What follows belongs to an exercise in optimizing a design on an open flow for small area and a short achievable clock period; a production flow would make more cautious choices.
RTL that was checked went through simulation tests only; none was proved equivalent to the original.
Function not checked in runs 5 to 8: the RTL went through the layout flow alone.
Power is estimated from default activity; no workload was simulated.

==> design.v <==
`timescale 1ns / 1ps
module fullAdder(Sum,Cout,Cin,In1,In2);
   input wire In1,In2,Cin;
   output wire Sum,Cout;
   assign Cout = (In1&In2)|(In1&Cin)|(In2&Cin);
   assign Sum = In1^In2^Cin;
endmodule
`timescale 1ns / 1ps
module j_mac #(
  parameter WEIGHT_RESET_VAL = 8'b00100011
) (
  input      clk     ,
  input      reset   ,
  input      acc     ,   
  input      din     ,   
  input      plus_one,
  input      clr     ,   
  input      m_0     ,   
  input      m_1     ,   
  input      update_w,
  input      mac_en  ,
  output reg result
);
  reg  [7:0] W;
  reg  [7:0] P;
  reg        C, Cd;
  always @(posedge clk) begin
    if (reset)
      W <= WEIGHT_RESET_VAL;
    else if (update_w)
      W <= {din, W[7:1]};
  end
  wire [7:0] z = W & {8{din}};
  wire [7:0] g = P & z;
  wire [7:0] p = P ^ z;
  wire G10 = g[1] | (p[1] & g[0]);
  wire G32 = g[3] | (p[3] & g[2]);  wire P32 = p[3] & p[2];
  wire G54 = g[5] | (p[5] & g[4]);  wire P54 = p[5] & p[4];
  wire G76 = g[7] | (p[7] & g[6]);  wire P76 = p[7] & p[6];
  wire G20 = g[2] | (p[2] & G10);
  wire G30 = G32  | (P32  & G10);
  wire G64 = g[6] | (p[6] & G54);   wire P64 = p[6] & P54;
  wire G74 = G76  | (P76  & G54);   wire P74 = P76  & P54;
  wire G40 = g[4] | (p[4] & G30);
  wire G50 = G54  | (P54  & G30);
  wire G60 = G64  | (P64  & G30);
  wire G70 = G74  | (P74  & G30);
  wire [8:0] c = {G70, G60, G50, G40, G30, G20, G10, g[0], 1'b0};
  wire [7:0] s = p ^ c[7:0];
  wire [7:0] p_nxt = clr ? {1'b0, z[7:1]} : {c[8], s[7:1]};
  wire prod  = z[0] ^ (P[0] & ~clr);   
  wire Cm    = C & ~clr;
  wire Cdm   = Cd & ~clr;
  wire iaa   = clr ? (z[0] ^ m_0) : (z[0] ^ P[0] ^ (Cd ? m_1 : m_0));
  always @(posedge clk) begin
    if (mac_en) begin
      P  <= p_nxt;
      C  <= (iaa & Cm) | (acc & Cm) | (iaa & acc);
      Cd <= (~prod & Cdm) | (plus_one & Cdm) | (~prod & plus_one);
    end
  end
  always @(posedge clk) begin
    if (reset)
      result <= 1'b0;
    else if (mac_en)
      result <= iaa ^ acc ^ Cm;
  end
endmodule
`timescale 1ns / 1ps
module bsmac_array #(
  parameter ROWS = 8,
  parameter COLS = 8
) (
  input             clk               ,
  input             reset             ,
  input  [ROWS-1:0] data_in           ,
  input  [COLS-1:0] acc_in            ,
  input             plus_one          ,
  input             clear_accu_control,
  input             control1          ,
  input             update_w          ,
  input             mac_en            ,
  output [COLS-1:0] acc_out
);
  wire [ROWS*COLS-1:0]     data_w;
  reg  [ROWS*COLS-1:0]     data_r;
  wire [(ROWS+1)*COLS-1:0] acc_w;
  reg  zero_pc;
  always @(posedge clk) begin
    if (reset)
      zero_pc <= 1'b1;
    else if (mac_en)
      zero_pc <= 1'b0;
  end
  wire clr = clear_accu_control | zero_pc;
  wire m_0 = ~control1 & ~plus_one;
  wire m_1 = ~control1 &  plus_one;
  assign acc_w[COLS-1:0] = acc_in;
  assign acc_out         = acc_w[ROWS*COLS +: COLS];
  genvar r, c;
  generate
    for (r = 0; r < ROWS; r = r + 1) begin : g_row
      for (c = 0; c < COLS; c = c + 1) begin : g_col
        if (c == 0) begin : g_first
          assign data_w[r*COLS+c] = data_in[r];
        end else begin : g_next
          assign data_w[r*COLS+c] = data_r[r*COLS+c-1];
        end
        always @(posedge clk) begin
          if (reset) begin
            data_r[r*COLS+c] <= 1'b0;
          end else begin
            data_r[r*COLS+c] <= data_w[r*COLS+c];
          end
        end
        j_mac #(.WEIGHT_RESET_VAL(8'b00100011)) u_mac (
          .clk     (clk                ),
          .reset   (reset              ),
          .acc     (acc_w[r*COLS+c]    ),
          .din     (data_w[r*COLS+c]   ),
          .plus_one(plus_one           ),
          .clr     (clr                ),
          .m_0     (m_0                ),
          .m_1     (m_1                ),
          .update_w(update_w           ),
          .mac_en  (mac_en             ),
          .result  (acc_w[(r+1)*COLS+c])
        );
      end
    end
  endgenerate
endmodule
==> flow/run.sh <==
#!/bin/bash
# Layout flow: the standard flow (standard.sh), with the port buffers
# made strong drivers (buf_6) instead of the resizer's default choice.
export BUFFER_PORTS_ARGS="-buffer_cell sky130_fd_sc_hd__buf_6"
bash standard.sh > standard.log 2>&1
==> standard.sh <==
#!/bin/bash
# synth_recipe.tcl (not shown) runs the flow's synth.tcl, then flattens the netlist and writes it again
# the make line also repeats each setting of config.mk as NAME=value (left out here)
make -C /OpenROAD-flow-scripts/flow DESIGN_CONFIG=/design/flow/config.mk WORK_HOME=/design/flow/orfs CLKGATE_MAP_FILE= SYNTH_SCRIPT=/design/flow/synth_recipe.tcl "${@:-finish}"
==> config.mk <==
export PLATFORM = sky130hd
export DESIGN_NAME = bsmac_array
export DESIGN_NICKNAME = bsmac_array
export VERILOG_FILES = /design/flow/design.v
export SDC_FILE = /design/flow/constraint.sdc
export NUM_CORES = 4
export LEC_CHECK = 0
export ABC_AREA = 1
export CAP_MARGIN = 20
export CORE_MARGIN = 2
export CORE_UTILIZATION = 40
export CTS_CLUSTER_DIAMETER = 100
export CTS_CLUSTER_SIZE = 22
export GPL_ROUTABILITY_DRIVEN = 0
export SETUP_SLACK_MARGIN = 2.6
export SLEW_MARGIN = 20
==> constraint.sdc <==
create_clock -name core_clock -period 5.0 [get_ports {clk}]
set_input_delay 1.0000 -clock core_clock [delete_from_list [all_inputs] [get_ports {clk}]]
set_output_delay 1.0000 -clock core_clock [all_outputs]
set_load 0.01 [all_outputs]
==> results of run 1 <==
==> flip-flops by register name (all words and copies together) (netlist names) <==
| signal | count |
|---|---|
| g_row.g_col.u_mac.W | 512 |
| g_row.g_col.u_mac.P | 512 |
| g_row.g_col.u_mac.result | 64 |
| g_row.g_col.u_mac.din | 56 |
| g_row.g_col.u_mac.C | 64 |
| zero_pc | 1 |
| g_row.g_col.u_mac.Cd | 64 |
==> layer usage <==
metal	global-route usage, %	routed length [microns]	share of wire (%)
met5	0	0	0
met4	4.83	3820	2.4
met3	1.59	5190	3.3
met2	29.2	74100	47
met1	22.4	75500	48
==> through the flow <==
stage,setup WS (ns),power (uW),instance area (sq um),hold WS (ns)
after floorplan,2.36,14200,74400,0.429
after global placement,1.47,14900,76400,0.437
after detailed placement,1.44,15000,76400,0.442
after CTS,2.56,21500,78600,0.466
after global routing,2.52,22300,79200,0.486
final,2.66,21100,79200,0.463
==> worst reg2reg max path, stage by stage (launching register included) <==
cell,delay (ns)
dfxtp_4,0.39
nand2_2,0.11
inv_1,0.05
ha_1,0.19
fa_1,0.43
nand3_1,0.13
nand3_2,0.12
inv_1,0.10
fa_1,0.41
o21ai_1,0.18
==> cell usage in the layout (no fill, tap or decap), types with 54 or more instances in the layout <==
cell type / netlist / layout
edfxtp_1: 640 / 640
xor2_1: 192 / 192
fa_1: 256 / 218
o21ai_0: 873 / 847
ha_1: 448 / 438
nand2_1: 2441 / 2398
dfxtp_1: 633 / 577
nand3b_1: 54 / 54
o21ai_1: 45 / 71
a21oi_1: 299 / 299
nor2_1: 1012 / 978
inv_1: 1261 / 1236
or2_2: 57 / 57
clkbuf_16: 0 / 77
nand3_1: 564 / 559
==> cells by family after synthesis <==
kind of cell | Yosys count
AOI/OAI and AO/OA | 1224
xor gates and xnor gates | 192
adders and majority gates | 704
buffers and inverters | 1720
DFF | 1273
and+or+nand+nor | 4131
==> worst max-delay path by stage <==
| stage | end | slack [ns] | cells past startpoint |
|---|---|---|---|
| after global routing | g_row[1].g_col[4].u_mac.P[4] | 2.52 | 10 |
| after detailed placement | g_row[5].g_col[7].u_mac.result | 1.44 | 11 |
| after CTS | g_row[5].g_col[7].u_mac.result | 2.56 | 11 |
| after floorplan | g_row[5].g_col[4].u_mac.result | 2.36 | 12 |
| after global placement | g_row[6].g_col[6].u_mac.result | 1.47 | 11 |
| final | g_row[0].g_col[3].u_mac.result | 2.66 | 10 |
==> cell type report <==
cell class | instances | area (sq um) | share of cell area (%)
diodes | 1 | 2.50 | 0.00316
repair buffers | 113 | 1550 | 1.95
flip-flops and latches | 1273 | 32000 | 40.5
inverters | 1263 | 4790 | 6.05
multi-input cells | 6252 | 35700 | 45.0
clock inverters | 4 | 56.3 | 0.0711
clock buffers | 117 | 1990 | 2.52
well taps | 2464 | 3080 | 3.89
==> power by group through the flow <==
stage | combinational, uW | clock [uW] | sequential [uW]
final | 2650 | 6350 | 12100
after global routing | 3100 | 6940 | 12200
after CTS | 2640 | 6660 | 12100
after detailed placement | 2620 | 0 | 12400
after global placement | 2520 | 0 | 12400
after floorplan | 1980 | 0 | 12200
==> synthesized netlist by cell type (all sizes together) <==
| cell type | instances |
|---|---|
| clkbuf | 273 |
| fa | 256 |
| nand3b | 54 |
| nand4 | 1 |
| nand3 | 564 |
| inv | 1263 |
| xor2 | 192 |
| nand2 | 2441 |
| o21ai | 918 |
| ha | 448 |
| a21oi | 299 |
| or2 | 57 |
| buf | 184 |
| dfxtp | 633 |
| o211ai | 7 |
| nor2 | 1014 |
| edfxtp | 640 |
==> what timing repair did <==
action | 4_1_cts | 5_1_grt
gates resized for setup | 45 | 140
buffers inserted | 5 | 9
pin swaps | 2 | 2
endpoints found under the setup margin | 157 | 208
gates cloned | 0 | 5
==> run notes, run 1 <==
Drt drc - 0
Hold EP - g_row[5].g_col[3].u_mac.W[0]
Die width - 433 microns
Gr usage total - 16.9%
Fin Clk Skew - 0.0211 ns
Fin cells - 11487
CP max FO - 99
Max Cap Viol - 0
Post-synthesis cell type count - 24
Pwr per Cell Area - 267 mW/mm^2
Number of global-route vias before repair - 54031
Setup CP Type - in2reg
WP data required - 5.58 ns
Critical Path, Cell by Cell - buf_6, nor2_4, buf_12, buf_16, nand2_1, o21ai_0, inv_1, fa_1, nor2_1, nor2_1
Die area - 0.188 sq mm
Slowest CP cell - fa_1
Fmax - 0.427 GHz
Run status - no timing/DRC/antenna violations
Clock Sinks - 1273
First-pass GRT wire length - 267 mm
Wire per inst - 13.8 microns
Psw - 5700 uW
Int Power - 15400 uW
Setup TNS - 0 ns
Remaining Overflow, GRT - 0
CTS root buf - clkbuf_16
CP startpoint - clear_accu_control
Worst Reg-to-Reg Cells - 9
RSZ-0062 raised after global routing - true
Post-Synth Adder-Cell Area - 14.6%
Crit-path leading delay family - buffers and inverters
Min cycle time layout - 2.34 ns
Pins Over Slew Limit - 0
Antenna viol nets, final - 0
Post-synthesis cell area - 0.0737 sq mm
Syn_nets - 9971
DR iter-0 viols - 3329
Crit path DAT - 2.92 ns
Hold Fails Final Rpt - 0
Sw Ratio - 27.0%
Slew headroom - 30.8%
Area growth from synthesis to final layout - 7.43%
IR drop worst, VDD - 0.196 mV
Clock latency (worst-skew pair) - 0.70 ns
Final Util - 43.3%
Setup-failing EPs final - 0
Number of synthesized register bits - 1273
HP Class - reg2reg
Synth top area share - 26.1%
Tcrit/Tclk final - 46.8%
Buf/Inv on CP - 4
Min-delay src - g_row[5].g_col[3].u_mac.W[0]
Ys Warns - 2
Clock share of power - 30.1%
Floorplan core area - 0.183 sq mm
Compound-Gate Fraction of Synth Area - 8.33%
CTS buffer count - 68
Cell taking the most area after synthesis - edfxtp_1
Pin count of the biggest net entering global routing - 181
Top post-synthesis cells by area - edfxtp_1 26%, dfxtp_1 17%, nand2_1 12%
Seq/Total Area, Yosys - 43.3%
Largest family of logic cells by synthesized area - simple AND/OR/NAND/NOR gates
Drt first pass iters - 6
Reg2reg end - g_row[6].g_col[7].u_mac.P[3]
Clock H-tree levels - 3
Syn Area/Cell - 7.97 sq um
Routed WL - 159 mm
Hold Path Stages - 2
Fillers - 18089
Critical path capture point type - flop
Initial core utilization - 40.3%
Simple-gate share of the synthesized area - 22.5%
Clk pin slew, worst setup/hold paths - 0.09 ns
Hold Buf Count CTS - 0
Worst Max-Slew Pin Slew - 1.04 ns
I/O pin count - 31
Post-DP HPWL - 99.3 mm
Nets - 9698
Share of layout cells above drive strength 1 - 5.13%
Crit-path most repeated cell - nor2_1
Combinational group share of total power - 12.5%
Post-Synth XOR/XNOR Area - 2.28%
Worst R2R Setup Slack - 2.72 ns
TritonCTS clock tree - done
CP startpoint kind - input port
Flop pwr share - 57.4%
Post-synthesis instance total - 9244
Port Buf Inserts - 30
Vias/cell - 4.82
CTS Buffer Depth - 3
Via count - 55380
Die height - 433 microns
Placed cells - 11346
Pleak - 0.0375 uW
CP peak stage delay - 0.43 ns
Multiplexer area fraction after synthesis - 0%
Worst r2r src - g_row[6].g_col[7].u_mac.din
FP Rows - 157
Initial antenna violation count - 3
==> inputs of run 2 (changes only) <==
--- a/config.mk
+++ b/config.mk
@@ -8,9 +8,8 @@
 export ABC_AREA = 1
 export CAP_MARGIN = 20
 export CORE_MARGIN = 2
-export CORE_UTILIZATION = 40
+export CORE_UTILIZATION = 60
 export CTS_CLUSTER_DIAMETER = 100
 export CTS_CLUSTER_SIZE = 22
-export GPL_ROUTABILITY_DRIVEN = 0
 export SETUP_SLACK_MARGIN = 2.6
 export SLEW_MARGIN = 20
==> run 2 against run 1 <==
  * Still clean on timing, DRC and antenna
  * Flip-flop and latch count stayed put
  * Synthesized area stayed put
  * Die area is 33% lower
  * Critical path depth stayed put
  * Utilization is 21 points higher
  * Final area is 1.1% lower
  * First-iteration DRC count is 20% higher
  * Global-route usage is 8.5 points higher
  * Count of clock-buffer cells in the layout is 5 higher
  * Clock power is 0.8% lower
  * Cell count is 7.2% lower
==> run notes, run 2 <==
Die width - 355 microns
Post-synthesis cell area - 0.0737 sq mm
RSZ-0062 raised after global routing - true
FP Rows - 128
Syn_nets - 9971
Most common cell in the synthesized netlist - nand2_1
Critical path capture point type - flop
CP startpoint kind - input port
Most common cell after layout, fill and taps aside - nand2_1
Via count - 56322
Number of global-route vias before repair - 54301
Most frequent cells in the layout - 2411 x nand2_1, 1235 x inv_1, 978 x nor2_1
Routability cong. - 0.786
Setup-failing EPs final - 0
Setup TNS - 0 ns
Min cycle time layout - 2.34 ns
Run status - no timing/DRC/antenna violations
Pleak - 0.0376 uW
Synth top area share - 26.1%
Number of synthesized register bits - 1273
Slew headroom - 42.6%
Crit path DAT - 2.96 ns
Antenna viol nets, final - 0
Floorplan core area - 0.122 sq mm
I/O pin count - 31
Syn Area/Cell - 7.97 sq um
DR iter-0 viols - 3989
Drt drc - 0
Final instance area - 0.0784 sq mm
Fmax - 0.427 GHz
Share of layout cells above drive strength 1 - 5.09%
CP max FO - 44
Max Cap Viol - 0
Initial antenna violation count - 2
Pins Over Slew Limit - 0
Area growth from synthesis to final layout - 6.30%
Port Buf Inserts - 30
Placed Area - 0.0754 sq mm
HP Class - reg2reg
Number of synthesized flops with an enable pin - 640
Placed cells - 10508
Clock H-tree levels - 3
Seq/Total Area, Yosys - 43.3%
Vias/cell - 5.28
IR drop worst, VDD - 0.251 mV
CTS Buffer Depth - 3
Gr usage total - 25.4%
Top post-synthesis cells by area - edfxtp_1 26%, dfxtp_1 17%, nand2_1 12%
Fin Clk Skew - 0.0184 ns
Top post-synthesis cells by count - 2441 x nand2_1, 1261 x inv_1, 1012 x nor2_1, 873 x o21ai_0, 640 x edfxtp_1
Routed WL - 163 mm
Post-synthesis instance total - 9244
Top FF cell, synth - edfxtp_1
Cell taking the most area after synthesis - edfxtp_1
Fillers - 10455
Die area - 0.126 sq mm
Largest registers - g_row.g_col.u_mac.P (512), g_row.g_col.u_mac.W (512)
Die height - 355 microns
Pwr per Cell Area - 270 mW/mm^2
N_diodes - 0
TritonCTS clock tree - done
CTS buffer count - 67
WP data required - 5.62 ns
Ys Warns - 2
Post-DP HPWL - 97.7 mm
Drt first pass iters - 6
Final Util - 64.3%
Ys async rst share - 0%
First-pass GRT wire length - 267 mm
Pin count of the biggest net entering global routing - 162
Initial core utilization - 60.5%
Wire per inst - 15.3 microns
Clock Sinks - 1273
Nets - 9714
Fin cells - 10665
Clock latency (worst-skew pair) - 0.68 ns
Tcrit/Tclk final - 46.9%
Post-synthesis cell type count - 24
Clk pin slew, worst setup/hold paths - 0.09 ns
Setup CP Type - in2reg
CTS root buf - clkbuf_16
Worst Max-Slew Pin Slew - 0.860 ns
Remaining Overflow, GRT - 0
Hold Fails Final Rpt - 0
## run 2: cell counts after synthesis
Identical to the previous run, type by type.
## run 2: timing repair
item / CTS / global route
cloned: 5 / 12
hold buffers: 0 / 0
resized for setup: 46 / 108
hold endpoints to repair: 0 / 0
setup endpoints to repair: 188 / 225
pin swaps: 3 / 2
buffers inserted: 10 / 8
## run 2: final cells by class
type / count / area [sq um] / share of cell area (%)
sequential: 1273 / 32000 / 40.9
clock buffer: 122 / 2020 / 2.58
tap: 1625 / 2030 / 2.59
inverter: 1263 / 4790 / 6.11
timing repair buffer: 129 / 1840 / 2.35
multi-input combinational: 6253 / 35600 / 45.5
## run 2: worst max-delay path: stages
cell and delay [ns]:
buf_6 0.11, nor2_4 0.15, buf_4 0.26, buf_6 0.34
nand2_1 0.09, o21ai_0 0.17, inv_1 0.09, fa_1 0.54
nor2_1 0.05, nor2_1 0.10
## run 2: metal layers
metal	up-vias	share of wire [%]	track usage, %
met5	-	0	0
li1	28716	-	-
met1	26498	47	35.5
met2	955	47	43.4
met4	0	1.5	4.85
met3	153	4.5	2.41
## run 2: final timing paths
kind                                start                        endpoint  slack [ns]  cells after the start
max                    clear_accu_control  g_row[6].g_col[6].u_mac.result        2.66                     10
min          g_row[6].g_col[1].u_mac.W[0]    g_row[6].g_col[1].u_mac.W[0]        0.46                      2
max reg2reg                       zero_pc  g_row[6].g_col[6].u_mac.result        2.71                      9
min reg2reg  g_row[6].g_col[1].u_mac.W[0]    g_row[6].g_col[1].u_mac.W[0]        0.46                      2
## run 2: kinds of logic (layout without fill, tap and decap cells)
logic type | Yosys count | after routing | share of synthesized area, %
adder cells (fa/ha/maj) | 704 | 704 | 14.6
AND/OR/NAND/NOR | 4131 | 4133 | 22.5
buffers and inverters | 1720 | 1514 | 9.08
AO/OA/AOI/OAI | 1224 | 1224 | 8.33
flip-flops | 1273 | 1273 | 43.3
XOR/XNOR | 192 | 192 | 2.28
## run 2: where the power goes
part           internal (uW)  switching [uW]
Combinational            981            1730
Clock                   2770            3530
Sequential             11700             478
Total                  15400            5740
## run 2: stage by stage
stage	hold WS, ns	setup slack [ns]	power [uW]
after floorplan	0.429	2.36	14200
after global placement	0.438	1.42	14900
after detailed placement	0.442	1.38	15000
after CTS	0.466	2.56	21300
after global routing	0.479	2.54	22200
final	0.464	2.66	21200
==> inputs of run 3 (changes only) <==
--- a/config.mk
+++ b/config.mk
@@ -8,8 +8,8 @@
 export ABC_AREA = 1
 export CAP_MARGIN = 20
 export CORE_MARGIN = 2
-export CORE_UTILIZATION = 60
+export CORE_UTILIZATION = 50
 export CTS_CLUSTER_DIAMETER = 100
-export CTS_CLUSTER_SIZE = 22
+export CTS_CLUSTER_SIZE = 26
 export SETUP_SLACK_MARGIN = 2.6
 export SLEW_MARGIN = 20
==> run 3 against run 2 <==
  * Still clean
  * Combinational power hardly changed
  * Via count is 1.2% lower
  * Clock skew is 0.017 ns higher
  * Count of clock-buffer cells in the layout is 25 lower
  * Final area is 0.11% higher
  * Cell count is 2.6% higher
==> run notes, run 3 <==
Gr usage total - 21.0%
Seq/Total Area, Yosys - 43.3%
Clock Sinks - 1273
IR drop worst, VDD - 0.299 mV
Fin cells - 10947
Fmax - 0.418 GHz
Worst Max-Slew Pin Slew - 1.06 ns
Crit path DAT - 3.06 ns
Largest registers - g_row.g_col.u_mac.P (512), g_row.g_col.u_mac.W (512)
Placed Area - 0.0758 sq mm
Most frequent cells in the layout - 2415 x nand2_1, 1236 x inv_1, 978 x nor2_1
Fillers - 13782
Ys async rst share - 0%
Share of layout cells above drive strength 1 - 5.08%
RSZ-0062 raised after global routing - true
TritonCTS clock tree - done
Die height - 388 microns
Pins Over Slew Limit - 0
Most common cell after layout, fill and taps aside - nand2_1
Worst R2R Setup Slack - 2.73 ns
Fin Clk Skew - 0.0355 ns
Syn Area/Cell - 7.97 sq um
Most common cell in the synthesized netlist - nand2_1
Nets - 9706
Clk pin slew, worst setup/hold paths - 0.11 ns
Port Buf Inserts - 30
CP startpoint kind - input port
Clock H-tree levels - 2
Hold Buf Count CTS - 0
Post-DP HPWL - 97.9 mm
Initial antenna violation count - 5
Min cycle time layout - 2.39 ns
Die width - 388 microns
Number of synthesized register bits - 1273
Synth top area share - 26.1%
Post-synthesis cell type count - 24
Critical path capture point type - flop
Die area - 0.151 sq mm
Routability cong. - 0.772
Slew headroom - 29.0%
Antenna viol nets, final - 0
Pin count of the biggest net entering global routing - 193
Post-synthesis instance total - 9244
Via count - 55671
Final instance area - 0.0784 sq mm
Drt drc - 0
Post-synthesis cell area - 0.0737 sq mm
Number of global-route vias before repair - 53709
Vias/cell - 5.09
Setup TNS - 0 ns
Critical Path, Cell by Cell - buf_16, nor2_4, buf_12, buf_4, buf_12, o21ai_0, o21ai_0, inv_1, fa_1, nor2_1, nor2_1
Setup-failing EPs final - 0
Top post-synthesis cells by area - edfxtp_1 26%, dfxtp_1 17%, nand2_1 12%
Run status - no timing/DRC/antenna violations
Ys Warns - 2
FP Rows - 140
Slowest CP cell - fa_1
Initial core utilization - 50.5%
Wire per inst - 15.1 microns
Routed WL - 165 mm
CTS Buffer Depth - 3
Placed cells - 10806
Drt first pass iters - 5
Number of synthesized flops with an enable pin - 640
HP Class - reg2reg
CP max FO - 44
Clock latency (worst-skew pair) - 0.73 ns
Area growth from synthesis to final layout - 6.42%
Top post-synthesis cells by count - 2441 x nand2_1, 1261 x inv_1, 1012 x nor2_1, 873 x o21ai_0, 640 x edfxtp_1
CP peak stage delay - 0.53 ns
Setup CP Type - in2reg
Pwr per Cell Area - 265 mW/mm^2
Top FF cell, synth - edfxtp_1
Tcrit/Tclk final - 47.8%
I/O pin count - 31
Floorplan core area - 0.146 sq mm
WP data required - 5.67 ns
First-pass GRT wire length - 266 mm
DR iter-0 viols - 3502
CTS root buf - clkbuf_16
Remaining Overflow, GRT - 0
Syn_nets - 9971
Cell taking the most area after synthesis - edfxtp_1
Max Cap Viol - 0
Pleak - 0.0375 uW
Hold Fails Final Rpt - 0
CTS buffer count - 58
## run 3: cell count changes in the layout (fill, tap and decap cells not counted), sizes merged
cell / delta
clkbuf: -26
nand2: -1
buf: +1
clkinvlp: +2
clkinv: +4
diode: +2
bufbuf: +1
inv: +7
## run 3: metrics by stage
step           hold WS [ns]  worst slack (ns)  power (uW)  utilization, %
2_1_floorplan         0.429              2.36       14200               -
3_3_place_gp          0.437              1.31       14900            51.9
3_5_place_dp          0.442              1.31       15000            51.9
4_1_cts               0.460              2.57       21000            53.3
5_1_grt               0.486              2.57       21900            53.7
6_report              0.463              2.61       20800            53.7
## run 3: report_power, final
| part | switching [uW] | internal (uW) | leakage (uW) |
|---|---|---|---|
| clock network | 3540 | 2400 | 0.000872 |
| registers | 471 | 11700 | 0.0118 |
| logic | 1730 | 976 | 0.0248 |
## run 3: cell families after synthesis
family / synth area share [%]
simple gates: 22.5
flops: 43.3
xor+xnor: 2.28
compound gates: 8.33
buf+inv: 9.08
fa+ha+maj: 14.6
## run 3: routing by layer
metal	track usage, %	wire [microns]	vias up
met2	35.8	75400	735
met1	29.5	80900	26167
met3	1.98	6160	113
li1	-	-	28656
met5	0	0	-
met4	3.54	2390	0
## run 3: worst paths after layout
check	startpoint	end	depth (start not counted)
worst max-delay path	plus_one	g_row[7].g_col[4].u_mac.result	11
worst min-delay path	g_row[2].g_col[5].u_mac.W[0]	g_row[2].g_col[5].u_mac.W[0]	2
worst max register to register	g_row[7].g_col[4].u_mac.din	g_row[7].g_col[4].u_mac.P[3]	9
worst min register to register	g_row[2].g_col[5].u_mac.W[0]	g_row[2].g_col[5].u_mac.W[0]	2
## run 3: final cells by class
class                           instances  area (sq um)  share of cell area (%)
Clock inverter                         12           119                   0.152
Clock buffer                           97          1700                    2.17
Inverter                             1263          4800                    6.12
Timing Repair inverter                  1          11.3                  0.0144
Timing Repair Buffer                  130          1780                    2.27
Sequential cell                      1273         32000                    40.8
Multi-Input combinational cell       6252         35600                    45.4
Antenna cell                            2          5.00                 0.00638
Tap cell                             1917          2400                    3.06
## run 3: worst max-delay path, delay by kind of cell
kind / cells / cell delay (ns)
and+or+nand+nor: 3 / 0.33
buffers and inverters: 5 / 0.92
AOI/OAI and AO/OA: 2 / 0.21
adders and majority gates: 1 / 0.53
## run 3: what timing repair did
item	CTS	global route
endpoints found under the setup margin	286	188
cloned	2	13
setup buffers	5	10
gates resized for setup	35	121
pin swaps	1	3
==> inputs of run 4 (changes only) <==
--- a/config.mk
+++ b/config.mk
@@ -8,8 +8,9 @@
 export ABC_AREA = 1
 export CAP_MARGIN = 20
 export CORE_MARGIN = 2
-export CORE_UTILIZATION = 50
+export CORE_UTILIZATION = 40
+export CTS_BUF_LIST = sky130_fd_sc_hd__clkbuf_8 sky130_fd_sc_hd__clkbuf_16
 export CTS_CLUSTER_DIAMETER = 100
-export CTS_CLUSTER_SIZE = 26
+export CTS_CLUSTER_SIZE = 22
 export SETUP_SLACK_MARGIN = 2.6
 export SLEW_MARGIN = 20
==> run 4 against run 3 <==
  * Register-to-register slack about the same
  * Highest routed layer unchanged
  * Synthesized cell count unchanged
  * Wire length decreased by 3.7%
  * Largest power group unchanged
==> run notes, run 4 <==
RSZ-0062 raised after global routing - true
Clock Sinks - 1273
Pins Over Slew Limit - 0
Wire per inst - 13.8 microns
Most common cell after layout, fill and taps aside - nand2_1
Pleak - 0.0377 uW
Number of global-route vias before repair - 54030
CTS buffer count - 68
First-pass GRT wire length - 267 mm
Pwr per Cell Area - 266 mW/mm^2
Slew headroom - 30.2%
Fmax - 0.428 GHz
Fin Hold WS - 0.463 ns
Die width - 433 microns
Post-DP HPWL - 99.3 mm
Fin Clk Skew - 0.0198 ns
Seq/Total Area, Yosys - 43.3%
Crit path DAT - 2.95 ns
Syn Area/Cell - 7.97 sq um
Critical path capture point type - flop
Number of synthesized flops with an enable pin - 640
Number of synthesized register bits - 1273
Ys async rst share - 0%
Vias/cell - 4.82
Clk pin slew, worst setup/hold paths - 0.10 ns
Most common cell in the synthesized netlist - nand2_1
Port Buf Inserts - 30
Top post-synthesis cells by area - edfxtp_1 26%, dfxtp_1 17%, nand2_1 12%
Routed WL - 159 mm
I/O pin count - 31
Setup TNS - 0 ns
Post-synthesis cell area - 0.0737 sq mm
Initial core utilization - 40.3%
Worst R2R Setup Slack - 2.72 ns
Post-synthesis cell type count - 24
Setup-failing EPs final - 0
TritonCTS clock tree - done
CP max FO - 37
DR iter-0 viols - 3299
Largest registers - g_row.g_col.u_mac.P (512), g_row.g_col.u_mac.W (512)
Drt first pass iters - 8
IR drop worst, VDD - 0.194 mV
Hold Fails Final Rpt - 0
Pin count of the biggest net entering global routing - 181
CP startpoint kind - input port
Worst Reg-to-Reg Cells - 9
Reg2reg end - g_row[6].g_col[7].u_mac.P[3]
Max Cap Viol - 0
Hold Path Stages - 2
Cell taking the most area after synthesis - edfxtp_1
Nets - 9698
FP Rows - 157
Remaining Overflow, GRT - 0
Ys Warns - 2
Floorplan core area - 0.183 sq mm
Top post-synthesis cells by count - 2441 x nand2_1, 1261 x inv_1, 1012 x nor2_1, 873 x o21ai_0, 640 x edfxtp_1
Hold EP - g_row[4].g_col[7].u_mac.W[0]
Drt drc - 0
Share of layout cells above drive strength 1 - 5.12%
Tcrit/Tclk final - 46.7%
Routability cong. - 0.787
Worst Max-Slew Pin Slew - 1.05 ns
WP data required - 5.61 ns
Die height - 433 microns
Post-synthesis instance total - 9244
CTS Buffer Depth - 3
Clock H-tree levels - 3
HP Class - reg2reg
CTS root buf - clkbuf_16
Min cycle time layout - 2.34 ns
Clock latency (worst-skew pair) - 0.69 ns
Die area - 0.188 sq mm
Synth top area share - 26.1%
Area growth from synthesis to final layout - 7.42%
Most frequent cells in the layout - 2398 x nand2_1, 1280 x inv_1, 978 x nor2_1
Gr usage total - 16.9%
Via count - 55354
Antenna viol nets, final - 0
Syn_nets - 9971
Top FF cell, synth - edfxtp_1
Setup CP Type - in2reg
Run status - no timing/DRC/antenna violations
Worst r2r src - g_row[6].g_col[7].u_mac.din
Initial antenna violation count - 3
Min-delay src - g_row[4].g_col[7].u_mac.W[0]
[run 4: cell families (layout without fill, tap and decap cells)]
group                    Yosys count  in the layout  synth area share [%]
AND/OR/NAND/NOR                 4131           4132                  22.5
buffers and inverters           1720           1497                  9.08
flip-flops                      1273           1273                  43.3
AO/OA/AOI/OAI                   1224           1224                  8.33
adder cells (fa/ha/maj)          704            704                  14.6
XOR/XNOR                         192            192                  2.28
other                              0              1                     0
[run 4: stage by stage]
step	power, uW	setup slack [ns]	utilization [%]	cells	area [sq um]
4_1_cts	21400	2.56	42.9	11472	78600
3_5_place_dp	15000	1.44	41.7	11346	76400
3_3_place_gp	14900	1.47	41.7	11346	76400
5_1_grt	22200	2.52	43.2	11487	79200
2_1_floorplan	14200	2.36	-	9244	74400
6_report	21100	2.66	43.2	11487	79200
[run 4: worst max path at each step]
stage / start / to / depth (start not counted)
2_1_floorplan: plus_one / g_row[5].g_col[4].u_mac.result / 12
3_3_place_gp: plus_one / g_row[6].g_col[6].u_mac.result / 11
3_5_place_dp: plus_one / g_row[5].g_col[7].u_mac.result / 11
4_1_cts: plus_one / g_row[5].g_col[7].u_mac.result / 11
5_1_grt: g_row[1].g_col[4].u_mac.din / g_row[1].g_col[4].u_mac.P[4] / 10
6_report: clear_accu_control / g_row[5].g_col[7].u_mac.result / 10
[run 4: layer usage]
metal / track usage, % / vias to the layer above / part of all wire (%)
met1: 22.4 / 25878 / 48
met5: 0 / - / 0
li1: - / 28630 / -
met2: 29.2 / 692 / 47
met4: 4.83 / 0 / 2.4
met3: 1.59 / 154 / 3.3
[run 4: layout make-up]
class                           count  area (sq um)
Antenna cell                        1          2.50
Timing Repair Buffer              113          1550
Multi-Input combinational cell   6252         35700
Tap cell                         2464          3080
Clock buffer                       73          1830
Fill cell                       18088        104000
Clock inverter                     48           221
Inverter                         1263          4790
Sequential cell                  1273         32000
[run 4: critical path: stages]
cell and delay, ns:
buf_6 0.11, nor2_4 0.16, buf_12 0.25, buf_6 0.31, nand2_1 0.09, o21ai_0 0.20, inv_1 0.09, fa_1 0.53
nor2_1 0.04, nor2_1 0.14
[run 4: repair_timing]
item | CTS | global route
setup endpoints to repair | 156 | 208
gates resized for setup | 45 | 139
hold buffers | 0 | 0
pin swaps | 2 | 2
setup buffers | 5 | 9
cloned | 0 | 5
[run 4: power by group]
part | total, uW | internal (uW) | switching (uW) | leakage, uW
clock network | 6270 | 2720 | 3550 | 0.00116
registers | 12100 | 11700 | 471 | 0.0118
logic | 2650 | 962 | 1690 | 0.0247
total | 21100 | 15300 | 5710 | 0.0377
==> inputs of run 5 (changes only) <==
--- a/design.v
+++ b/design.v
@@ -41,12 +41,13 @@
   wire G30 = G32  | (P32  & G10);
   wire G64 = g[6] | (p[6] & G54);   wire P64 = p[6] & P54;
   wire G74 = G76  | (P76  & G54);   wire P74 = P76  & P54;
-  wire G40 = g[4] | (p[4] & G30);
   wire G50 = G54  | (P54  & G30);
   wire G60 = G64  | (P64  & G30);
   wire G70 = G74  | (P74  & G30);
-  wire [8:0] c = {G70, G60, G50, G40, G30, G20, G10, g[0], 1'b0};
-  wire [7:0] s = p ^ c[7:0];
+  wire [8:0] c = {G70, G60, G50, 1'b0, G30, G20, G10, g[0], 1'b0};
+  wire s5_0 = p[5] ^ g[4];
+  wire s5_1 = p[5] ^ (P[4] | z[4]);
+  wire [7:0] s = {p[7:6] ^ c[7:6], G30 ? s5_1 : s5_0, p[4:0] ^ c[4:0]};
   wire [7:0] p_nxt = clr ? {1'b0, z[7:1]} : {c[8], s[7:1]};
   wire prod  = z[0] ^ (P[0] & ~clr);   
   wire Cm    = C & ~clr;
--- a/config.mk
+++ b/config.mk
@@ -9,7 +9,6 @@
 export CAP_MARGIN = 20
 export CORE_MARGIN = 2
 export CORE_UTILIZATION = 40
-export CTS_BUF_LIST = sky130_fd_sc_hd__clkbuf_8 sky130_fd_sc_hd__clkbuf_16
 export CTS_CLUSTER_DIAMETER = 100
 export CTS_CLUSTER_SIZE = 22
 export SETUP_SLACK_MARGIN = 2.6
==> run 5 against run 4 <==
  * Maximum frequency decreased by 1.2%
  * Flip-flop and latch count unchanged
  * Largest cell class unchanged
  * Wire length increased by 6.9%
  * Clock power grew 1%
  * Total power is 1.3% higher
  * Critical endpoint is now g_row[7].g_col[4].u_mac.result
  * Synthesized area increased by 1.7%
  * Via count rose by 5.0%
  * Worst hold slack worse by 0.00060 ns
  * First-iteration DRC count is 11% higher
  * Highest routed layer unchanged
  * Count of clock-buffer cells in the layout is 41 higher
  * Combinational power up 7%
  * Sequential power barely moved
==> run notes, run 5 <==
Run status - no timing/DRC/antenna violations
Pins Over Slew Limit - 0
CTS buffer count - 69
Clock Sinks - 1273
Pin count of the biggest net entering global routing - 218
Syn_nets - 10314
Pwr per Cell Area - 266 mW/mm^2
Sw Ratio - 27.8%
Crit path DAT - 2.95 ns
CP startpoint kind - input port
Fillers - 18343
Int Power - 15400 uW
Post-synthesis cell area - 0.0749 sq mm
Die width - 437 microns
Share of layout cells above drive strength 1 - 4.95%
Worst Slack Setup Final - 2.64 ns
Gr usage total - 17.6%
Clock latency (worst-skew pair) - 0.71 ns
Fin Clk Skew - 0.0290 ns
Hold Fails Final Rpt - 0
Setup CP Type - in2reg
Number of synthesized register bits - 1273
FP Rows - 158
Max Cap Viol - 0
WP data required - 5.59 ns
CTS root buf - clkbuf_16
Number of synthesized flops with an enable pin - 640
HP Class - reg2reg
Clock H-tree levels - 3
Top post-synthesis cells by area - edfxtp_1 26%, dfxtp_1 17%, nand2_1 12%
Remaining Overflow, GRT - 0
Cell taking the most area after synthesis - edfxtp_1
RSZ-0062 raised after global routing - true
Wire per inst - 14.3 microns
Most common cell in the synthesized netlist - nand2_1
Most frequent cells in the layout - 2462 x nand2_1, 1296 x inv_1, 987 x nor2_1
Via count - 58146
Ys Warns - 2
Buf/Inv on CP - 5
Ys async rst share - 0%
First-pass GRT wire length - 284 mm
Antenna viol nets, final - 0
Setup TNS - 0 ns
Critical path capture point type - flop
Min cycle time layout - 2.36 ns
Worst Max-Slew Pin Slew - 1.11 ns
Slew headroom - 26.3%
Flop pwr share - 57.0%
CTS Buffer Depth - 3
Fmax - 0.423 GHz
IR drop worst, VDD - 0.222 mV
Die area - 0.191 sq mm
Setup-failing EPs final - 0
Clock share of power - 29.7%
FF/Latch Area - 0.0319 sq mm
Post-synthesis cell type count - 28
Vias/cell - 4.91
Slowest CP cell - bufbuf_16
Psw - 5930 uW
Seq/Total Area, Yosys - 42.6%
Routed WL - 170 mm
Pre-CTS setup slack - 1.36 ns
Tcrit/Tclk final - 47.3%
TritonCTS clock tree - done
Drt first pass iters - 5
Nets - 10043
Multi-input gate area - 0.0366 sq mm
Post-DP HPWL - 103 mm
Critical Path, Cell by Cell - buf_16, buf_16, nor2_4, buf_12, bufbuf_16, a21oi_1, o21ai_0, nand2_1, inv_1, fa_1, nor2_1, nor2_1
Initial antenna violation count - 1
Pleak - 0.0386 uW
Port Buf Inserts - 30
Crit-path leading delay family - buffers and inverters
Drt drc - 0
I/O pin count - 31
Routability cong. - 0.800
Number of global-route vias before repair - 56894
Floorplan core area - 0.186 sq mm
Die height - 437 microns
Synth top area share - 25.6%
Top post-synthesis cells by count - 2488 x nand2_1, 1314 x inv_1, 1051 x nor2_1, 736 x o21ai_0, 661 x nand3_1
Syn Area/Cell - 7.82 sq um
Area growth from synthesis to final layout - 7.17%
CP max FO - 37
Clk pin slew, worst setup/hold paths - 0.10 ns
Post-synthesis instance total - 9587
DR iter-0 viols - 3675
Combinational group share of total power - 13.3%
Largest registers - g_row.g_col.u_mac.P (512), g_row.g_col.u_mac.W (512)
CP peak stage delay - 0.42 ns
Most common cell after layout, fill and taps aside - nand2_1
Top FF cell, synth - edfxtp_1
Initial core utilization - 40.3%
==> run 5: worst paths after layout <==
kind | start | to | slack, ns | depth (start not counted)
setup / recovery | plus_one | g_row[7].g_col[4].u_mac.result | 2.64 | 12
hold / removal | g_row[2].g_col[2].u_mac.W[0] | g_row[2].g_col[2].u_mac.W[0] | 0.46 | 2
setup reg to reg | zero_pc | g_row[7].g_col[1].u_mac.result | 2.66 | 8
hold reg to reg | g_row[2].g_col[2].u_mac.W[0] | g_row[2].g_col[2].u_mac.W[0] | 0.46 | 2
==> run 5: cell families after synthesis <==
logic type | synth area share, %
simple gates | 23.0
buf+inv | 9.42
compound gates | 9.04
flops | 42.6
fa+ha+maj | 13.7
xor+xnor | 2.28
==> run 5: area by class of cell <==
cell class / instances / area share [%]
clock buffer: 114 / 2.39
timing repair buffer: 112 / 2.05
antenna: 1 / 0.00312
inverter: 1317 / 6.21
multi-input combinational: 6543 / 45.6
sequential: 1273 / 39.7
clock inverter: 10 / 0.140
tap: 2480 / 3.86
==> run 5: metal layers <==
layer / up-vias / part of all wire [%] / track usage [%]
li1: 29872 / - / -
met1: 27389 / 49 / 23.8
met2: 742 / 47 / 30.6
met3: 143 / 3.0 / 1.52
met4: 0 / 1.7 / 3.90
met5: - / 0 / 0
==> run 5: power groups by stage <==
stage,combinational (uW),clock (uW),sequential (uW)
2_1_floorplan,2130,0,12200
3_3_place_gp,2680,0,12400
3_5_place_dp,2770,0,12400
4_1_cts,2840,6620,12200
5_1_grt,3300,6920,12200
6_report,2840,6330,12200
==> run 5: stage by stage <==
| stage | utilization [%] | hold WS, ns | instances | area, sq um | total power (uW) |
|---|---|---|---|---|---|
| after CTS | 43.1 | 0.465 | 11842 | 80100 | 21600 |
| after global placement | 41.8 | 0.438 | 11701 | 77700 | 15100 |
| after floorplan | - | 0.429 | 9587 | 75900 | 14300 |
| after global routing | 43.2 | 0.487 | 11850 | 80300 | 22500 |
| final | 43.2 | 0.462 | 11850 | 80300 | 21300 |
| after detailed placement | 41.8 | 0.443 | 11701 | 77700 | 15200 |
==> run 5: timing repair <==
action / in CTS / in global routing
resized for setup: 18 / 41
cloned: 5 / 4
hold buffers: 0 / 0
pin swaps: 4 / 0
setup buffers: 12 / 3
endpoints found under the setup margin: 350 / 121
==> run 5: worst register-to-register path: stages, from the launching register on <==
cell and delay (ns):
dfxtp_1 0.42, nor2_4 0.07, buf_12 0.16, inv_16 0.38, buf_12 0.49, nor2_2 0.09
fa_1 0.51, nor2_1 0.04, nor2_1 0.14
==> inputs of run 6 (changes only) <==
--- a/design.v
+++ b/design.v
@@ -41,30 +41,30 @@
   wire G30 = G32  | (P32  & G10);
   wire G64 = g[6] | (p[6] & G54);   wire P64 = p[6] & P54;
   wire G74 = G76  | (P76  & G54);   wire P74 = P76  & P54;
+  wire G40 = g[4] | (p[4] & G30);
   wire G50 = G54  | (P54  & G30);
   wire G60 = G64  | (P64  & G30);
   wire G70 = G74  | (P74  & G30);
-  wire [8:0] c = {G70, G60, G50, 1'b0, G30, G20, G10, g[0], 1'b0};
-  wire s5_0 = p[5] ^ g[4];
-  wire s5_1 = p[5] ^ (P[4] | z[4]);
-  wire [7:0] s = {p[7:6] ^ c[7:6], G30 ? s5_1 : s5_0, p[4:0] ^ c[4:0]};
+  wire [8:0] c = {G70, G60, G50, G40, G30, G20, G10, g[0], 1'b0};
+  wire [7:0] s = p ^ c[7:0];
   wire [7:0] p_nxt = clr ? {1'b0, z[7:1]} : {c[8], s[7:1]};
-  wire prod  = z[0] ^ (P[0] & ~clr);   
-  wire Cm    = C & ~clr;
-  wire Cdm   = Cd & ~clr;
-  wire iaa   = clr ? (z[0] ^ m_0) : (z[0] ^ P[0] ^ (Cd ? m_1 : m_0));
+  wire prod_0 = z[0] ^ P[0];
+  wire iaa_0  = prod_0 ^ (Cd ? m_1 : m_0);
+  wire iaa_1  = z[0] ^ m_0;
   always @(posedge clk) begin
     if (mac_en) begin
       P  <= p_nxt;
-      C  <= (iaa & Cm) | (acc & Cm) | (iaa & acc);
-      Cd <= (~prod & Cdm) | (plus_one & Cdm) | (~prod & plus_one);
+      C  <= clr ? (iaa_1 & acc)
+                : ((iaa_0 & C) | (acc & C) | (iaa_0 & acc));
+      Cd <= clr ? (~z[0] & plus_one)
+                : ((~prod_0 & Cd) | (plus_one & Cd) | (~prod_0 & plus_one));
     end
   end
   always @(posedge clk) begin
     if (reset)
       result <= 1'b0;
     else if (mac_en)
-      result <= iaa ^ acc ^ Cm;
+      result <= clr ? (iaa_1 ^ acc) : (iaa_0 ^ acc ^ C);
   end
 endmodule
 `timescale 1ns / 1ps
==> run 6 against run 5 <==
  * Still clean on timing, DRC and antenna
  * Worst hold slack hardly changed
  * Global-route usage is 0.79 points lower
  * Clock power is 2% higher
  * Largest cell class unchanged
==> run notes, run 6 <==
Number of synthesized flops with an enable pin - 640
Most common cell after layout, fill and taps aside - nand2_1
DR iter-0 viols - 2925
Gr usage total - 16.8%
Min cycle time layout - 2.34 ns
Post-synthesis cell area - 0.0741 sq mm
Pin count of the biggest net entering global routing - 216
Crit-path most repeated cell - o211ai_1
Largest registers - g_row.g_col.u_mac.P (512), g_row.g_col.u_mac.W (512)
Crit path DAT - 3.00 ns
Ys Warns - 2
Ys async rst share - 0%
Post-synthesis instance total - 9009
Final instance area - 0.0796 sq mm
Pwr per Cell Area - 269 mW/mm^2
CP max FO - 53
Post-DP HPWL - 98.8 mm
Tcrit/Tclk final - 46.7%
First-pass GRT wire length - 266 mm
WP data required - 5.66 ns
Die area - 0.189 sq mm
Share of layout cells above drive strength 1 - 5.89%
Worst Max-Slew Pin Slew - 0.930 ns
Synth top area share - 25.9%
Die height - 434 microns
CP peak stage delay - 0.45 ns
Run status - no timing/DRC/antenna violations
Most common cell in the synthesized netlist - nand2_1
Crit-path leading delay family - buffers and inverters
Area growth from synthesis to final layout - 7.45%
Antenna viol nets, final - 0
Port Buf Inserts - 30
Clock latency (worst-skew pair) - 0.72 ns
Wire per inst - 14.3 microns
Routability cong. - 0.765
Max Cap Viol - 0
Fin Hold WS - 0.462 ns
Fillers - 18151
Initial antenna violation count - 2
Top post-synthesis cells by count - 2355 x nand2_1, 1290 x inv_1, 772 x o21ai_0, 709 x nor2_1, 640 x edfxtp_1
Slew headroom - 38.0%
Drt first pass iters - 7
Post-synthesis cell type count - 26
Pins Over Slew Limit - 0
CTS buffer count - 69
Vias/cell - 4.90
Number of global-route vias before repair - 54765
Slowest CP cell - fa_1
CTS Buffer Depth - 3
IR drop worst, VDD - 0.204 mV
Buf/Inv on CP - 3
Clock Sinks - 1273
Number of synthesized register bits - 1273
Floorplan core area - 0.184 sq mm
Nets - 9531
Clk pin slew, worst setup/hold paths - 0.09 ns
Setup CP Type - in2reg
Fmax - 0.428 GHz
Clock H-tree levels - 3
Top FF cell, synth - edfxtp_1
FP Rows - 157
CTS root buf - clkbuf_16
Setup-failing EPs final - 0
Seq/Total Area, Yosys - 43.0%
HP Class - reg2reg
CP startpoint kind - input port
TritonCTS clock tree - done
I/O pin count - 31
Critical Path, Cell by Cell - buf_16, buf_6, or2_4, a21oi_2, xnor2_1, fa_1, o211ai_1, o211ai_1, inv_1
Drt drc - 0
Remaining Overflow, GRT - 0
Hold Buf Count CTS - 0
Fin Clk Skew - 0.0338 ns
Setup TNS - 0 ns
Die width - 434 microns
Hold Fails Final Rpt - 0
Critical path capture point type - flop
Pleak - 0.0374 uW
Syn_nets - 9800
Placed Area - 0.0771 sq mm
Syn Area/Cell - 8.23 sq um
Top post-synthesis cells by area - edfxtp_1 26%, dfxtp_1 17%, nand2_1 12%
Most frequent cells in the layout - 2340 x nand2_1, 1268 x inv_1, 738 x o21ai_0
RSZ-0062 raised after global routing - true
Via count - 55192
Routed WL - 161 mm
Cell taking the most area after synthesis - edfxtp_1
Initial core utilization - 40.4%
-- run 6: changes by cell type in the layout (fill, tap and decap cells not counted), moves of 118 or more --
cell / change
o21ai_1: -230
o211ai_1: +122
nand2_1: -122
xnor2_1: +118
a21oi_1: -189
nor2_1: -278
-- run 6: final timing paths --
kind,slack [ns],from,cells after the start,to
max,2.66,plus_one,9,g_row[2].g_col[2].u_mac.result
min,0.46,g_row[7].g_col[2].u_mac.W[0],2,g_row[7].g_col[2].u_mac.W[0]
max reg2reg,2.70,g_row[6].g_col[6].u_mac.din,9,g_row[6].g_col[6].u_mac.P[3]
min reg2reg,0.46,g_row[7].g_col[2].u_mac.W[0],2,g_row[7].g_col[2].u_mac.W[0]
-- run 6: worst register-to-register path, cell delays in order (launching register included) --
cell     delay [ns]
dfxtp_2        0.38
nand2_1        0.15
inv_1          0.10
ha_1           0.21
fa_1           0.42
nand2_1        0.09
nand2_1        0.10
nand2_1        0.10
fa_1           0.41
o21ai_0        0.19
-- run 6: cell families after synthesis --
group	share of synthesized area (%)
DFF	43.0
xor gates and xnor gates	3.03
and+or+nand+nor	21.1
AOI/OAI and AO/OA	8.23
adders and majority gates	15.6
buffers and inverters	9.11
-- run 6: cell type report --
cell class,count,area (sq um),share of cell area (%)
flip-flops and latches,1273,32100,40.3
diodes,3,7.51,0.00943
clock buffers,118,2010,2.52
multi-input cells,6001,36200,45.4
clock inverters,8,93.8,0.118
well taps,2464,3080,3.87
inverters,1293,4880,6.12
repair buffers,102,1340,1.68
-- run 6: repair_timing --
| item | 4_1_cts | 5_1_grt |
|---|---|---|
| setup buffers | 1 | 10 |
| pin swaps | 1 | 0 |
| gates cloned | 0 | 4 |
| endpoints found under the setup margin | 234 | 236 |
| gates resized for setup | 42 | 99 |
-- run 6: report_power, final --
part / leakage (uW) / switching [uW] / internal (uW)
Combinational: 0.0246 / 1770 / 1080
Sequential: 0.0118 / 439 / 11600
Clock: 0.00100 / 3650 / 2800
-- run 6: per-stage QoR --
step                      util, %  setup WS, ns  total power [uW]  cells
after global placement       42.0          1.39             15000  11118
final                        43.4          2.66             21400  11262
after floorplan                 -          2.39             14300   9009
after CTS                    43.1          2.60             21700  11245
after global routing         43.4          2.48             22500  11261
after detailed placement     42.0          1.34             15200  11118
-- run 6: layer usage --
metal  part of all wire [%]  global-route usage, %  up-vias
met5                      0                      0        -
met4                    2.1                   4.10        0
met3                    3.1                   2.02      163
met2                     49                   30.2      582
met1                     46                   21.4    26367
li1                       -                      -    28080
==> inputs of run 7 (changes only) <==
--- a/design.v
+++ b/design.v
@@ -15,8 +15,7 @@
   input      din     ,   
   input      plus_one,
   input      clr     ,   
-  input      m_0     ,   
-  input      m_1     ,   
+  input      control1,
   input      update_w,
   input      mac_en  ,
   output reg result
@@ -48,23 +47,23 @@
   wire [8:0] c = {G70, G60, G50, G40, G30, G20, G10, g[0], 1'b0};
   wire [7:0] s = p ^ c[7:0];
   wire [7:0] p_nxt = clr ? {1'b0, z[7:1]} : {c[8], s[7:1]};
-  wire prod_0 = z[0] ^ P[0];
-  wire iaa_0  = prod_0 ^ (Cd ? m_1 : m_0);
-  wire iaa_1  = z[0] ^ m_0;
+  wire prod  = z[0] ^ (P[0] & ~clr);   
+  wire Cm    = C & ~clr;
+  wire Cdm   = Cd & ~clr;
+  wire nprod = ~prod;
+  wire iaa   = control1 ? prod : (nprod ^ plus_one ^ Cdm);
   always @(posedge clk) begin
     if (mac_en) begin
       P  <= p_nxt;
-      C  <= clr ? (iaa_1 & acc)
-                : ((iaa_0 & C) | (acc & C) | (iaa_0 & acc));
-      Cd <= clr ? (~z[0] & plus_one)
-                : ((~prod_0 & Cd) | (plus_one & Cd) | (~prod_0 & plus_one));
+      C  <= (iaa & Cm) | (acc & Cm) | (iaa & acc);
+      Cd <= (nprod & Cdm) | (plus_one & Cdm) | (nprod & plus_one);
     end
   end
   always @(posedge clk) begin
     if (reset)
       result <= 1'b0;
     else if (mac_en)
-      result <= clr ? (iaa_1 ^ acc) : (iaa_0 ^ acc ^ C);
+      result <= iaa ^ acc ^ Cm;
   end
 endmodule
 `timescale 1ns / 1ps
@@ -94,8 +93,6 @@
       zero_pc <= 1'b0;
   end
   wire clr = clear_accu_control | zero_pc;
-  wire m_0 = ~control1 & ~plus_one;
-  wire m_1 = ~control1 &  plus_one;
   assign acc_w[COLS-1:0] = acc_in;
   assign acc_out         = acc_w[ROWS*COLS +: COLS];
   genvar r, c;
@@ -121,8 +118,7 @@
           .din     (data_w[r*COLS+c]   ),
           .plus_one(plus_one           ),
           .clr     (clr                ),
-          .m_0     (m_0                ),
-          .m_1     (m_1                ),
+          .control1(control1           ),
           .update_w(update_w           ),
           .mac_en  (mac_en             ),
           .result  (acc_w[(r+1)*COLS+c])
==> run.sh (new file) <==
#!/bin/bash
# synth_recipe.tcl (not shown) runs the flow's synth.tcl, then flattens the netlist and writes it again
# the make line also repeats each setting of config.mk as NAME=value (left out here)
make -C /OpenROAD-flow-scripts/flow DESIGN_CONFIG=/design/flow/config.mk WORK_HOME=/design/flow/orfs CLKGATE_MAP_FILE= SYNTH_SCRIPT=/design/flow/synth_recipe.tcl finish
==> config.mk (replaced) <==
export PLATFORM = sky130hd
export DESIGN_NAME = bsmac_array
export DESIGN_NICKNAME = bsmac_array
export VERILOG_FILES = /design/flow/design.v
export SDC_FILE = /design/flow/constraint.sdc
export NUM_CORES = 4
export LEC_CHECK = 0
export CAP_MARGIN = 20
export CORE_MARGIN = 2
export CORE_UTILIZATION = 40
export SETUP_SLACK_MARGIN = 2.6
export SLEW_MARGIN = 20
removed: flow/run.sh
removed: standard.sh
==> run 7 against run 6 <==
  * Utilization up 2.9 points
  * Register-to-register slack got worse by 0.59 ns
  * Synthesized area is 2.3% lower
  * Combinational power down 9.1%
  * Total power increased by 20%
  * Synthesized cell count decreased by 23%
  * Maximum frequency shrank 20%
  * Sequential share of layout area fell by 2.0 points
  * Setup slack got worse by 0.60 ns
  * Final area rose by 4.8%
  * Wire length shrank 7.2%
  * Critical path type unchanged
==> run notes, run 7 <==
Drt first pass iters - 7
Met2 wire len - 74.1 mm
Post-synthesis instance total - 6935
Worst r2r src - zero_pc
Fmax - 0.340 GHz
Antenna viol nets, final - 0
Port Buf Inserts - 30
Reg2reg end - g_row[3].g_col[0].u_mac.result
Die height - 429 microns
Met3 Routed Length - 3.74 mm
Syn Area/Cell - 10.4 sq um
Vias/cell - 5.12
Final Util - 46.3%
Pin count of the biggest net entering global routing - 121
Ys async rst share - 0%
CP startpoint - clear_accu_control
Min cycle time layout - 2.94 ns
Met1 wire length - 68.1 mm
Via count - 48272
CTS Buffer Depth - 3
DR iter-0 viols - 2342
Placed Area - 0.0755 sq mm
Floorplan core area - 0.180 sq mm
Worst Max-Slew Pin Slew - 0.966 ns
Run status - no timing/DRC/antenna violations
Die width - 429 microns
Nets - 7653
Hold Buf Count CTS - 0
I/O pin count - 31
Top post-synthesis cells by count - 640 x edfxtp_1, 640 x nand2_1, 633 x dfxtp_1, 514 x inv_1, 497 x nor2_1
Setup-failing EPs final - 0
Combinational group share of total power - 10.1%
Number of global-route vias before repair - 49777
Worst setup path endpoint - g_row[3].g_col[0].u_mac.result
WP data required - 5.71 ns
Cell taking the most area after synthesis - edfxtp_1
Fillers - 16715
Initial antenna violation count - 1
Clk pin slew, worst setup/hold paths - 0.06 ns
Most common cell after layout, fill and taps aside - edfxtp_1
Number of synthesized flops with an enable pin - 640
Ys Warns - 2
Critical path capture point type - flop
Post-DP HPWL - 91.4 mm
TritonCTS clock tree - done
IR drop worst, VDD - 0.250 mV
Clock H-tree levels - 4
Clock share of power - 43.1%
Setup TNS - 0 ns
Post-synthesis cell area - 0.0724 sq mm
Synth top area share - 26.5%
Overall power - 25600 uW
Slew headroom - 35.6%
Syn_nets - 7662
Sw Ratio - 24.6%
HP Class - reg2reg
Clock Sinks - 1273
Pwr per Cell Area - 307 mW/mm^2
Area growth from synthesis to final layout - 15.2%
Int Power - 19300 uW
Fin Hold WS - 0.470 ns
FP Rows - 156
CTS buffer count - 148
Worst Reg-to-Reg Cells - 14
Remaining Overflow, GRT - 0
Share of layout cells above drive strength 1 - 13.1%
Die area - 0.184 sq mm
Psw - 6300 uW
Most frequent cells in the layout - 640 x edfxtp_1, 594 x dfxtp_1, 561 x nand2_1
Initial core utilization - 40.1%
Wire per inst - 15.8 microns
CP startpoint kind - input port
RSZ-0062 raised after global routing - true
Setup CP Type - in2reg
Highest routed layer - met4
First-pass GRT wire length - 252 mm
Post-synthesis cell type count - 36
Worst R2R Setup Slack - 2.11 ns
Max Cap Viol - 0
Largest registers - g_row.g_col.u_mac.P (512), g_row.g_col.u_mac.W (512)
Number of synthesized register bits - 1273
Gr usage total - 16.3%
Fin Clk Skew - 0.0271 ns
Flop pwr share - 46.8%
Crit path DAT - 3.65 ns
Tcrit/Tclk final - 58.7%
Top post-synthesis cells by area - edfxtp_1 27%, dfxtp_1 18%, fa_1 8.8%
Routed WL - 149 mm
Top FF cell, synth - edfxtp_1
Hold Fails Final Rpt - 0
Final instance area - 0.0834 sq mm
Pleak - 0.0359 uW
CTS root buf - clkbuf_16
CP max FO - 8
Drt drc - 0
Routability cong. - 0.773
Pins Over Slew Limit - 0
Clock latency (worst-skew pair) - 0.79 ns
Seq/Total Area, Yosys - 44.0%
[run 7: changes by cell type after synthesis, moves of 192 or more]
cell     before  now
nor2b_1       0  248
a211o_1       0  192
nor2_1      709  497
and3_1        0  192
nand2_1    2355  640
o21ai_0     772  378
and2_1        0  384
nand3_1     580    0
mux2i_1       0  384
inv_1      1290  514
[run 7: through the flow]
| step | cells | setup slack [ns] |
|---|---|---|
| after floorplan | 6935 | 0.767 |
| after global placement | 9055 | 0.605 |
| after detailed placement | 9055 | 0.533 |
| after CTS | 9385 | 2.08 |
| after global routing | 9422 | 2.01 |
| final | 9422 | 2.06 |
[run 7: area by class of cell]
type,count,area [sq um],share of cell area (%)
multi-input combinational,4780,38700,46.4
sequential,1273,32000,38.3
clock buffer,226,4500,5.39
tap,2370,2970,3.55
timing repair buffer,209,2860,3.43
inverter,514,1930,2.32
clock inverter,49,518,0.621
antenna,1,2.50,0.00300
[run 7: logic make-up after synthesis]
| family | after synthesis | share of synthesized area, % |
|---|---|---|
| buffers and inverters | 882 | 5.02 |
| AO/OA/AOI/OAI | 1168 | 10.7 |
| flip-flops | 1273 | 44.0 |
| adder cells (fa/ha/maj) | 704 | 15.5 |
| AND/OR/NAND/NOR | 2204 | 15.0 |
| XOR/XNOR | 192 | 2.32 |
| multiplexers | 512 | 7.37 |
[run 7: per-layer routing]
metal  vias up  GRT usage, %
met2       427          28.7
met1     23709          20.9
met3       198          2.19
li1      23938             -
met4         0          4.72
met5         -             0
[run 7: worst min path at each step]
stage	startpoint	cells after the start	slack, ns	endpoint
floorplan	g_row[0].g_col[3].u_mac.W[1]	1	0.45	g_row[0].g_col[3].u_mac.W[0]
global placement	g_row[4].g_col[3].u_mac.W[1]	1	0.46	g_row[4].g_col[3].u_mac.W[0]
detailed placement	g_row[0].g_col[6].u_mac.W[1]	1	0.46	g_row[0].g_col[6].u_mac.W[0]
CTS	g_row[0].g_col[2].u_mac.W[1]	1	0.47	g_row[0].g_col[2].u_mac.W[0]
global route	g_row[0].g_col[2].u_mac.W[1]	1	0.49	g_row[0].g_col[2].u_mac.W[0]
finish	g_row[2].g_col[2].u_mac.W[1]	1	0.47	g_row[2].g_col[2].u_mac.W[0]
[run 7: timing repair]
item                                   CTS  global route
endpoints found under the hold margin    0             0
gates cloned                            21             4
setup buffers                           34            32
pin swaps                               12            38
gates resized for setup                209           236
setup endpoints to repair              251           268
[run 7: power by group through the flow]
stage	Clock, uW	Combinational (uW)	Sequential (uW)
finish	11000	2600	12000
global placement	0	2270	12200
global route	11800	2950	12100
detailed placement	0	2380	12200
CTS	11400	2540	12000
floorplan	0	1800	12000
[run 7: critical path, cell delays in order]
cell and delay (ns):
buf_2 0.12, nor2_4 0.12, buf_12 0.11, buf_16 0.14, buf_16 0.17, buf_8 0.14, buf_12 0.10, nand2_1 0.07
xor2_2 0.18, fa_1 0.52, inv_1 0.04, mux2_4 0.26, fa_2 0.52, mux2i_1 0.06, nor2_1 0.09
==> inputs of run 8 (changes only) <==
--- a/design.v
+++ b/design.v
@@ -29,32 +29,18 @@
     else if (update_w)
       W <= {din, W[7:1]};
   end
-  wire [7:0] z = W & {8{din}};
-  wire [7:0] g = P & z;
-  wire [7:0] p = P ^ z;
-  wire G10 = g[1] | (p[1] & g[0]);
-  wire G32 = g[3] | (p[3] & g[2]);  wire P32 = p[3] & p[2];
-  wire G54 = g[5] | (p[5] & g[4]);  wire P54 = p[5] & p[4];
-  wire G76 = g[7] | (p[7] & g[6]);  wire P76 = p[7] & p[6];
-  wire G20 = g[2] | (p[2] & G10);
-  wire G30 = G32  | (P32  & G10);
-  wire G64 = g[6] | (p[6] & G54);   wire P64 = p[6] & P54;
-  wire G74 = G76  | (P76  & G54);   wire P74 = P76  & P54;
-  wire G40 = g[4] | (p[4] & G30);
-  wire G50 = G54  | (P54  & G30);
-  wire G60 = G64  | (P64  & G30);
-  wire G70 = G74  | (P74  & G30);
-  wire [8:0] c = {G70, G60, G50, G40, G30, G20, G10, g[0], 1'b0};
-  wire [7:0] s = p ^ c[7:0];
-  wire [7:0] p_nxt = clr ? {1'b0, z[7:1]} : {c[8], s[7:1]};
-  wire prod  = z[0] ^ (P[0] & ~clr);   
+  wire [8:0] sum_w = {1'b0, P} + {1'b0, W};
+  wire [8:0] sum   = din ? sum_w : {1'b0, P};
+  wire [8:0] z     = {1'b0, W & {8{din}}};
+  wire [8:0] s     = clr ? z : sum;
+  wire prod  = s[0];                
   wire Cm    = C & ~clr;
   wire Cdm   = Cd & ~clr;
   wire nprod = ~prod;
   wire iaa   = control1 ? prod : (nprod ^ plus_one ^ Cdm);
   always @(posedge clk) begin
     if (mac_en) begin
-      P  <= p_nxt;
+      P  <= s[8:1];
       C  <= (iaa & Cm) | (acc & Cm) | (iaa & acc);
       Cd <= (nprod & Cdm) | (plus_one & Cdm) | (nprod & plus_one);
     end
--- a/config.mk
+++ b/config.mk
@@ -8,5 +8,4 @@
 export CAP_MARGIN = 20
 export CORE_MARGIN = 2
 export CORE_UTILIZATION = 40
-export SETUP_SLACK_MARGIN = 2.6
 export SLEW_MARGIN = 20
==> run 8 against run 7 <==
  * Critical path type unchanged
  * Total power grew 7.9%
  * Still clean
  * Combinational power rose by 43%
  * Largest cell class unchanged
  * Worst hold slack gained 0.034 ns
  * Sequential power hardly changed
  * Non-clock buffer count shrank 49
  * Utilization down 1.8 points
  * Synthesized cell count increased by 16%
==> run notes, run 8 <==
CP startpoint kind - input port
Run status - no timing/DRC/antenna violations
Syn Area/Cell - 9.49 sq um
Setup bufs post-CTS - 0
Cell taking the most area after synthesis - edfxtp_1
Initial core utilization - 40.2%
Crit path DAT - 4.15 ns
Setup-failing EPs final - 0
CTS buffer count - 154
Clock H-tree levels - 4
Seq/Total Area, Yosys - 41.9%
Top post-synthesis cells by count - 1246 x nand2_1, 896 x nor2_1, 640 x edfxtp_1, 633 x dfxtp_1, 574 x mux2i_1
Placed cells - 10215
Via count - 57722
Routed WL - 169 mm
CP max FO - 64
N_diodes - 0
RSZ-0062 raised after global routing - false
FF/Latch Area - 0.0319 sq mm
Initial antenna violation count - 1
Fin cells - 10502
DR iter-0 viols - 3398
Die area - 0.194 sq mm
Die width - 440 microns
HP Class - reg2reg
Antenna viol nets, final - 0
Post-synthesis cell area - 0.0762 sq mm
Drt drc - 0
Multi-input gate area - 0.0421 sq mm
Ys Warns - 2
Placed Area - 0.0789 sq mm
Synth top area share - 25.2%
Nets - 8587
Gr usage total - 17.2%
Number of global-route vias before repair - 55545
CTS Buffer Depth - 3
Top post-synthesis cells by area - edfxtp_1 25%, dfxtp_1 17%, ha_1 8.4%
WP data required - 5.63 ns
Most common cell after layout, fill and taps aside - nand2_1
Post-DP HPWL - 106 mm
Number of synthesized register bits - 1273
Remaining Overflow, GRT - 0
Area growth from synthesis to final layout - 10.7%
Share of layout cells above drive strength 1 - 4.81%
Fmax - 0.284 GHz
Port Buf Inserts - 30
Number of synthesized flops with an enable pin - 640
Hold Fails Final Rpt - 0
Pwr per Cell Area - 328 mW/mm^2
Worst Slack Setup Final - 1.47 ns
Clock Sinks - 1273
Top FF cell, synth - edfxtp_1
Post-synthesis cell type count - 41
Pleak - 0.0347 uW
Vias/cell - 5.50
Max Cap Viol - 0
TritonCTS clock tree - done
First-pass GRT wire length - 284 mm
I/O pin count - 31
Min cycle time layout - 3.53 ns
Most frequent cells in the layout - 1246 x nand2_1, 896 x nor2_1, 640 x edfxtp_1
Critical path capture point type - flop
Hold Buf Count CTS - 0
Wire per inst - 16.1 microns
Floorplan core area - 0.190 sq mm
Pins Over Slew Limit - 0
Fin Clk Skew - 0.0257 ns
Final instance area - 0.0843 sq mm
IR drop worst, VDD - 0.344 mV
Clock latency (worst-skew pair) - 0.77 ns
Largest registers - g_row.g_col.u_mac.P (512), g_row.g_col.u_mac.W (512)
[run 8: kinds of logic after synthesis]
logic type | synth area share, %
AO/OA/AOI/OAI | 14.8
XOR/XNOR | 1.47
adder cells (fa/ha/maj) | 13.5
buffers and inverters | 2.95
flip-flops | 41.9
multiplexers | 7.54
AND/OR/NAND/NOR | 17.9
[run 8: power by group]
group / switching (uW) / leakage [uW] / internal (uW)
Clock: 4560 / 0.00266 / 7270
Sequential: 531 / 0.0118 / 11600
Combinational: 2140 / 0.0203 / 1580
[run 8: worst paths after layout]
kind / from / endpoint / slack (ns) / depth (start not counted)
setup / recovery: clear_accu_control / g_row[1].g_col[2].u_mac.result / 1.47 / 12
hold reg to reg: g_row[4].g_col[6].u_mac.W[0] / g_row[4].g_col[6].u_mac.W[0] / 0.50 / 2
hold / removal: g_row[4].g_col[6].u_mac.W[0] / g_row[4].g_col[6].u_mac.W[0] / 0.50 / 2
setup reg to reg: zero_pc / g_row[1].g_col[5].u_mac.result / 1.92 / 12
[run 8: layout make-up]
| class | count | share of cell area, % |
|---|---|---|
| Tap cell | 2511 | 3.73 |
| Clock inverter | 60 | 0.962 |
| Sequential cell | 1273 | 37.8 |
| Timing Repair Buffer | 160 | 2.10 |
| Multi-Input combinational cell | 6255 | 49.9 |
| Inverter | 16 | 0.0801 |
| Clock buffer | 227 | 5.42 |
[run 8: layer usage]
layer  global-route usage [%]  share of wire (%)  up-vias
met4                     4.31                1.9        0
met2                     29.4                 47      753
met1                     23.1                 48    27735
met3                     2.18                3.1      228
met5                        0                  0        -
li1                         -                  -    29006
[run 8: worst max-delay path, stage by stage]
cell and delay (ns):
clkdlybuf4s50_1 0.60, or2_4 0.46, buf_12 0.39, nand2_1 0.09
a21oi_1 0.15, a31oi_1 0.09, fa_1 0.51, nor2_1 0.04
a21oi_1 0.15, fa_1 0.43, mux2i_1 0.14, nor2_1 0.05
[run 8: metrics by stage]
| step | hold slack [ns] | power (uW) | utilization, % |
|---|---|---|---|
| floorplan | 0.450 | 15000 | - |
| global placement | 0.484 | 16000 | 41.6 |
| detailed placement | 0.492 | 16100 | 41.6 |
| CTS | 0.507 | 28000 | 44.4 |
| global route | 0.527 | 29000 | 44.4 |
| finish | 0.504 | 27700 | 44.4 |
